What follows belongs to an exercise in optimizing a design on an open flow for small area, a short achievable clock period and few clock cycles per item; a production flow would make more cautious choices. The RTL was checked by simulation tests, not by an equivalence proof against the original design. No activity file was given, so power comes from the tool's default toggle rates.

run 1:
==> flow/design.v (excerpt) <==
module JAM (
input CLK,
input RST,
output [2:0] W,
output [2:0] J,
input [6:0] Cost,
output [3:0] MatchCount,
output [9:0] MinCost,
output Valid );
Size in the first run: about 1800 flip-flops, ~30 I/O pins.
clock: 12.0 ns
lec_check: 0
cap_margin: 20
core_margin: 2
core_utilization: 40
cts_cluster_diameter: 90
cts_cluster_size: 25
slew_margin: 20
standard.sh (not shown) runs the stock make flow with config.mk's settings and CLKGATE_MAP_FILE= SYNTH_SCRIPT=/design/flow/synth_recipe.tcl, a recipe that flattens the netlist after the stock synthesis.
==> flow/flow/run.sh <==
#!/bin/bash
# Standard layout, except: the timing repair steps aim 8 ns above the required
# slack and work on the worst 5% of the endpoints below that, and the port
# buffers are buf_4 cells.
set -euo pipefail
export SETUP_SLACK_MARGIN=8
export TNS_END_PERCENT=5
export BUFFER_PORTS_ARGS="-buffer_cell sky130_fd_sc_hd__buf_4"
bash standard.sh > standard.log 2>&1
Testbench counts of run 1, summed over its fixed seeds: cycles 804, jobs 12.
### run 1 -> run 2
Settings: swapping 40 for 50 in CORE_UTILIZATION.
## What came out
Power per cell area for run 2 is higher than for run 1.
There was hardly any difference in post-layout net count between run 2 and run 1.
Run 2 ends up with a power that is about 0.3% lower than in run 1.
The final critical-path share of the clock period reported for run 2 is greater than that of run 1 by 0.82 points.
Comparing run 2 and run 1, final instance area is higher on run 1.
From run 1 to run 2 the numbers moved as follows: clock slew seen by the registers of the worst setup and hold paths has increased; non-clock buffer count has decreased; combinational fraction of design power has increased; total stage count of the critical path has decreased; final worst hold slack has remained practically unchanged.
Relative to run 1, wire length decreased by 2.1% in run 2.
diff inputs: run 2 => run 3
Settings: CORE_UTILIZATION now 40, was 50.
-- flow/flow/run.sh --
<<< run 2, line 2
# Standard layout, except: the timing repair steps aim 8 ns above the required
>>> run 3, line 2
# Standard layout, except: the timing repair steps aim 8.8 ns above the required
<<< run 2, line 6
export SETUP_SLACK_MARGIN=8
>>> run 3, line 6
export SETUP_SLACK_MARGIN=8.8
Results
| area of placed instances | lower: run 2 |
Cmp run 3 vs run 2: via count lower in run 3
Run 3 ended up with a lower clock network fraction of total power than run 2 did.
For the met3 usage in global routing, run 3 came in 5.5 points lower than run 2 did.
Going from run 2 to run 3, post-synthesis async set-or-reset flop share barely changed, first-pass GRT wire length climbed 2.0%, count of nets after finishing climbed 0.59%.
Changes in run 4 relative to run 3:
-- flow/flow/run.sh --
<<< run 3, line 2
# Standard layout, except: the timing repair steps aim 8.8 ns above the required
>>> run 4, line 2
# Standard layout, except: the timing repair steps aim 8.4 ns above the required
<<< run 3, line 6
export SETUP_SLACK_MARGIN=8.8
>>> run 4, line 6
export SETUP_SLACK_MARGIN=8.4
## What came out
- Global-route usage of run 4 is on par with run 3.
- For total power of the final layout, run 3 and run 4 come out practically identical.
- As far as instance count after placement with tap cells included is concerned, run 4 and run 3 perform about the same.
- There was hardly any difference in core utilization between run 4 and run 3.
- In run 4 the final antenna diode count turned out 43% lower than in run 3.
For run 5, these inputs were changed with respect to run 4:
==> flow/flow/run.sh <==
#!/bin/bash
# Standard layout, except: the timing repair steps aim 8 ns above the required
# slack and work on the worst 10% of the endpoints below that, and the port
# buffers are buf_4 cells.
set -euo pipefail
export SETUP_SLACK_MARGIN=8
export TNS_END_PERCENT=10
export BUFFER_PORTS_ARGS="-buffer_cell sky130_fd_sc_hd__buf_4"
bash standard.sh > standard.log 2>&1
==> results.txt <==
Run 5: flow completed, timing, DRC and antenna clean
Changes observed in run 5 relative to run 4: worst-case setup margin in the final layout dropped 0.018 ns; combinational cell power ~0 delta; final standard cell utilization of the core comparable; first-pass GRT wire length went up; relative contribution of combinational cells to total power went up.
Clock insertion delay at the later pin of the skew report of run 4 is on par with run 5.
Looking at clock-buffer cell count across run 4 and run 5, the one that comes out lower is run 5.
In the flow results for run 4 and run 5, the relative area change from synthesis to final layout is smaller on run 4.
Post-CTS setup-driven buffer insertion count (lower): run 5
Run 4 ended up with nA2_1[3] as its worst setup path endpoint; run 5 ended up with nB3_3[3].

Another version of the RTL of JAM (not shown whole).
For scale: ~16000 cells after synthesis, roughly 30 I/O pins, about 150000 um^2 of cells after synthesis.
==> flow/config.mk <==
export PLATFORM = sky130hd
export DESIGN_NAME = JAM
export DESIGN_NICKNAME = JAM
export VERILOG_FILES = /design/flow/design.v
export SDC_FILE = /design/flow/constraint.sdc
export NUM_CORES = 4
export LEC_CHECK = 0
export CAP_MARGIN = 20
export CORE_MARGIN = 2
export CORE_UTILIZATION = 40
export SLEW_MARGIN = 20
==> flow/constraint.sdc <==
create_clock -name core_clock -period 12.0 [get_ports {CLK}]
set_input_delay 2.4000 -clock core_clock [delete_from_list [all_inputs] [get_ports {CLK}]]
set_output_delay 2.4000 -clock core_clock [all_outputs]
set_load 0.01 [all_outputs]
==> flow/flow/run.sh <==
#!/bin/bash
# Standard layout, with the timing repair steps aiming 8 ns above the required slack.
set -euo pipefail
export SETUP_SLACK_MARGIN=8
bash standard.sh > standard.log 2>&1
Testbench counts at the start, summed over its fixed seeds: cycles 804, jobs 12.
==> next run, changes <==
==> flow/run.sh (new file) <==
#!/bin/bash
# synth_recipe.tcl (not shown) runs the flow's synth.tcl, then flattens the netlist and writes it again
# the make line also repeats each setting of config.mk as NAME=value (left out here)
make -C /OpenROAD-flow-scripts/flow DESIGN_CONFIG=/design/flow/config.mk WORK_HOME=/design/flow/orfs CLKGATE_MAP_FILE= SYNTH_SCRIPT=/design/flow/synth_recipe.tcl finish
removed: flow/flow/run.sh
removed: flow/standard.sh
Result: The new run finished clean. Clock skew increases by 25 ps. Die area stays the same. Setup slack is worse by 1500 ps. Global-route usage went down by 1.9 points. Utilization goes down by 5.2 points. Via count shrinks by 6.4%. Sequential power barely changes. Area after synthesis is unchanged. First-iteration DRC count decreases by 11%. Clock power falls by 3.6%.

JAM, a different RTL version from the one above (not shown whole).
Size in the first run: roughly 12000 cells after synthesis, roughly 1800 flip-flops, ~30 I/O pins.
==> flow/design.v (excerpt) <==
module JAM (
input CLK,
input RST,
output [2:0] W,
output [2:0] J,
input [6:0] Cost,
output [3:0] MatchCount,
output [9:0] MinCost,
output Valid );
export LEC_CHECK = 0
export CAP_MARGIN = 20
export CORE_MARGIN = 2
export CORE_UTILIZATION = 40
export CTS_CLUSTER_DIAMETER = 90
export CTS_CLUSTER_SIZE = 25
export SLEW_MARGIN = 20
create_clock -name core_clock -period 12.0 [get_ports {CLK}]
==> flow/flow/run.sh <==
#!/bin/bash
# Standard layout; the timing repair steps aim 8 ns above the required slack
# and work on the worst 5% of the endpoints below that.
set -euo pipefail
export SETUP_SLACK_MARGIN=8
export TNS_END_PERCENT=5
bash standard.sh > standard.log 2>&1
Testbench counts at the start, summed over its fixed seeds: cycles 804, jobs 12.
Rerun with:
Settings changed: CTS_CLUSTER_DIAMETER 90 to unset, CTS_CLUSTER_SIZE 25 to unset.
=>
- The changed run finished with timing, DRC and antenna clean
- clock power came out higher by well over a third
- power rises by a few percent
- design area goes up by a few percent
- utilization increases by 1.1 points
- global-route usage rises by 0.27 points
- wire length grows slightly
- first-iteration DRC count fell by a few percent
- worst setup slack degrades by 0.10 ns
- worst hold slack is better by 0.0093 ns
- sequential power is about the same

## afterwards: timing with drivers on the ports
No port has a modelled driver above. Below, the same layouts with a new extraction and two added sets of constraints. Step 1: set_driving_cell puts a clkbuf_16 on CLK and a buf_2 on each other input, an assumption about the parent block. Step 2 moves the port delays by t, midway between the first and last clock arrival at a register: inputs arrive t later, outputs are due t later. That takes back most of the time a late clock gives input paths. a / b / c = no drivers / after step 1 / after step 2; a / b = the first two.
run	t (ns)	slack for setup (ns)	hold slack, ns	latest minus earliest clock arrival (ns)	worst data-port slew with drivers (ns)
run 1	0.926	7.609 / 7.609 / 7.609	0.352 / 0.352 / 0.352	0.075 / 0.075	0.03
run 2	0.947	7.511 / 7.511 / 7.511	0.350 / 0.350 / 0.350	0.052 / 0.052	0.03
run 3	0.939	7.643 / 7.643 / 7.643	0.349 / 0.349 / 0.349	0.054 / 0.054	0.03
run 4	0.939	7.694 / 7.694 / 7.694	0.347 / 0.347 / 0.347	0.055 / 0.056	0.03
run 5	0.930	7.676 / 7.676 / 7.676	0.346 / 0.346 / 0.346	0.068 / 0.069	0.03
the first run of note 2	1.034	7.788 / 7.788 / 7.788	0.354 / 0.354 / 0.354	0.044 / 0.044	0.04
the second run of note 2	1.041	6.303 / 6.303 / 6.303	0.328 / 0.328 / 0.328	0.071 / 0.070	0.04
the first run of note 3	0.957	7.743 / 7.652 / 7.743	0.326 / 0.326 / 0.326	0.085 / 0.086	0.03
the second run of note 3	1.021	7.639 / 7.632 / 7.639	0.336 / 0.336 / 0.336	0.092 / 0.092	0.03
After both steps setup and hold are still met in every run listed.
